This is an optimization exercise on Yosys and OpenROAD, whose aim is small area and a short achievable clock period, not a production implementation.
In this exercise RTL edits were held to simulation tests only and were not proved equivalent to the original.
No driver is modelled on the clock port, so clock power and skew are understated where the tree is cut down; a real chip needs a root buffer or a tree.
No activity file was given, so power comes from the tool's default toggle rates.

==> v18 <==
// mac16
module mac16 (
    input             clk,
    input             rst_n,
    input      [15:0] a,
    input      [15:0] b,
    input      [31:0] acc,
    output reg [31:0] out
);
export LEC_CHECK = 0
export CAP_MARGIN = 20
export CORE_MARGIN = 2
export CORE_UTILIZATION = 65
export SLEW_MARGIN = 20
export SYNTH_HIERARCHICAL = 1
export SYNTH_MINIMUM_KEEP_SIZE = 0
create_clock -name core_clock -period 15.0 [get_ports {clk}]
standard.sh (not shown) runs the stock make flow with config.mk's settings and CLKGATE_MAP_FILE= SYNTH_SCRIPT=/design/flow/synth_recipe.tcl, a recipe that flattens the netlist after the stock synthesis.
==> flow/flow/run.sh <==
#!/bin/bash
# Own layout flow: the standard ORFS flow (standard.sh, synthesis included)
# with two hooks:
#  - flow/resize_hook.tcl, before the placement resizer: port buffer cells and
#    the drive strength of the operand flip-flops;
#  - flow/cts_hook3.tcl, at the start of CTS: a balanced clock tree of
#    inverter pairs (port -> 4 x clkinv_8 -> 4 x clkinv_16 -> flip-flops)
#    instead of TritonCTS's two-level H-tree of buffers.
set -euo pipefail
here=$(pwd)
export PRE_RESIZE_TCL=$here/flow/resize_hook.tcl
export PRE_CTS_TCL=$here/flow/cts_hook3.tcl
bash standard.sh > $here/standard_flow.log 2>&1
==> flow/flow/resize_hook.tcl <==
# Port buffers: a small buffer on inputs, a faster one on outputs (out[*] drives
# the 10 fF load and sits on the output timing path).
set n_in 0
set n_out 0
foreach inst [get_cells *] {
  set name [get_property $inst name]
  set ref [get_property $inst ref_name]
  if {[regexp {^input[0-9]+$} $name] && [string match "*buf*" $ref]
      && [get_property [get_nets -of_objects [get_pins $name/A]] name] ne "rst_n"} {
    replace_cell $inst sky130_fd_sc_hd__buf_1
    incr n_in
  } elseif {[regexp {^output[0-9]+$} $name] && [string match "*buf*" $ref]} {
    replace_cell $inst sky130_fd_sc_hd__buf_2
    incr n_out
  } elseif {[regexp {^[ab]_r\[[0-9]+\]} $name] && $ref eq "sky130_fd_sc_hd__dfxtp_1"} {
    replace_cell $inst sky130_fd_sc_hd__dfxtp_4
  }
}
puts "resize_hook: $n_in input and $n_out output buffers replaced"

# Logic cells that synthesis sized up (_2, _4, ...) go back to their smallest
# drive strength: the clock period leaves every such path far from critical.
set n_down 0
foreach inst [get_cells *] {
  set ref [get_property $inst ref_name]
  if {[regexp {^(sky130_fd_sc_hd__([a-z0-9]+))_([0-9]+)$} $ref -> base func drive]
      && $drive > 1
      && ![regexp {^(df|sdf|edf|dl|buf|clk|inv|bufinv|conb|tap|fill|decap|fa|ha)} $func]} {
    foreach small {1 0} {
      set lib_cell [get_lib_cells -quiet */${base}_${small}]
      if {$lib_cell ne ""} {
        replace_cell $inst [get_property $lib_cell name]
        incr n_down
        break
      }
    }
  }
}
puts "resize_hook: $n_down logic cells set to their smallest size"
Other scripts of this flow, unchanged in this note and not shown: flow/flow/cts_hook3.tcl
==> v23 (differences from v18) <==
==> flow/flow/resize_hook.tcl (replaced) <==
# Port buffers: a small buffer on inputs, a faster one on outputs (out[*] drives
# the 10 fF load and sits on the output timing path).
set n_in 0
set n_out 0
foreach inst [get_cells *] {
  set name [get_property $inst name]
  set ref [get_property $inst ref_name]
  if {[regexp {^input[0-9]+$} $name] && [string match "*buf*" $ref]
      && [get_property [get_nets -of_objects [get_pins $name/A]] name] ne "rst_n"} {
    replace_cell $inst sky130_fd_sc_hd__buf_1
    incr n_in
  } elseif {[regexp {^output[0-9]+$} $name] && [string match "*buf*" $ref]} {
    replace_cell $inst sky130_fd_sc_hd__buf_2
    incr n_out
  } elseif {[regexp {^[ab]_r\[[0-9]+\]} $name] && $ref eq "sky130_fd_sc_hd__dfxtp_1"} {
    replace_cell $inst sky130_fd_sc_hd__dfxtp_4
  }
}
puts "resize_hook: $n_in input and $n_out output buffers replaced"
--- a/flow/config.mk
+++ b/flow/config.mk
@@ -7,7 +7,7 @@
 export LEC_CHECK = 0
 export CAP_MARGIN = 20
 export CORE_MARGIN = 2
-export CORE_UTILIZATION = 65
+export CORE_UTILIZATION = 72
 export SLEW_MARGIN = 20
 export SYNTH_HIERARCHICAL = 1
 export SYNTH_MINIMUM_KEEP_SIZE = 0
==> v31 (differences from v18) <==
==> flow/flow/resize_hook.tcl (replaced) <==
# Port buffers: a small buffer on inputs, a faster one on outputs (out[*] drives
# the 10 fF load and sits on the output timing path).
set n_in 0
set n_out 0
foreach inst [get_cells *] {
  set name [get_property $inst name]
  set ref [get_property $inst ref_name]
  if {[regexp {^input[0-9]+$} $name] && [string match "*buf*" $ref]
      && [get_property [get_nets -of_objects [get_pins $name/A]] name] ne "rst_n"} {
    replace_cell $inst sky130_fd_sc_hd__buf_1
    incr n_in
  } elseif {[regexp {^output[0-9]+$} $name] && [string match "*buf*" $ref]} {
    replace_cell $inst sky130_fd_sc_hd__buf_2
    incr n_out
  } elseif {[regexp {^[ab]_r\[[0-9]+\]} $name] && $ref eq "sky130_fd_sc_hd__dfxtp_1"} {
    replace_cell $inst sky130_fd_sc_hd__dfxtp_4
  }
}
puts "resize_hook: $n_in input and $n_out output buffers replaced"
--- a/flow/config.mk
+++ b/flow/config.mk
@@ -7,7 +7,7 @@
 export LEC_CHECK = 0
 export CAP_MARGIN = 20
 export CORE_MARGIN = 2
-export CORE_UTILIZATION = 65
+export CORE_UTILIZATION = 58
 export SLEW_MARGIN = 20
 export SYNTH_HIERARCHICAL = 1
 export SYNTH_MINIMUM_KEEP_SIZE = 0
==> results.txt <==
v23 ran to the end with no violations. v18 produced a clean layout. v31 finished with timing, DRC and antenna clean. Global-route usage: v31 < v18 < v23. In synthesized cell count, v18 and v23 do not differ. Against v23, the power of v18 is lower by 2.2%. In v31 the first-iteration DRC count is smaller than in v23, by 40%. Worst setup slack: v23 is lower than v31 (0.0018 ns).
In every run of this note, the design's own scripts or RTL, not TritonCTS, make the clock network.

[re-timing with driven ports]
No port has a modelled driver above. Below, the same layouts with a new extraction and two added sets of constraints.
Step 1 assumes that a clkbuf_16 drives the clock port and a buf_2 every other input.
Step 2 also shifts input and output timing later by t, the mid clock arrival at the registers, as if the neighbouring blocks saw the same clock.
Three values: ideal ports, drivers, drivers and shift; two values: the first two.
run	t, ns	slack for setup (ns)	latest minus earliest clock arrival (ns)	worst slew at a driven data input, ns
v18	0.298	11.369 / 11.207 / 11.307	0.018 / 0.017	0.03
v23	0.294	11.356 / 11.200 / 11.296	0.011 / 0.012	0.04
v31	0.300	11.358 / 11.198 / 11.290	0.016 / 0.017	0.04
After both steps every run listed still meets setup and hold. The setup slack of v31, which loses most, moves by -0.160 ns with the drivers and by -0.068 ns with both steps. The worst setup slack also covers recovery checks on asynchronous resets.
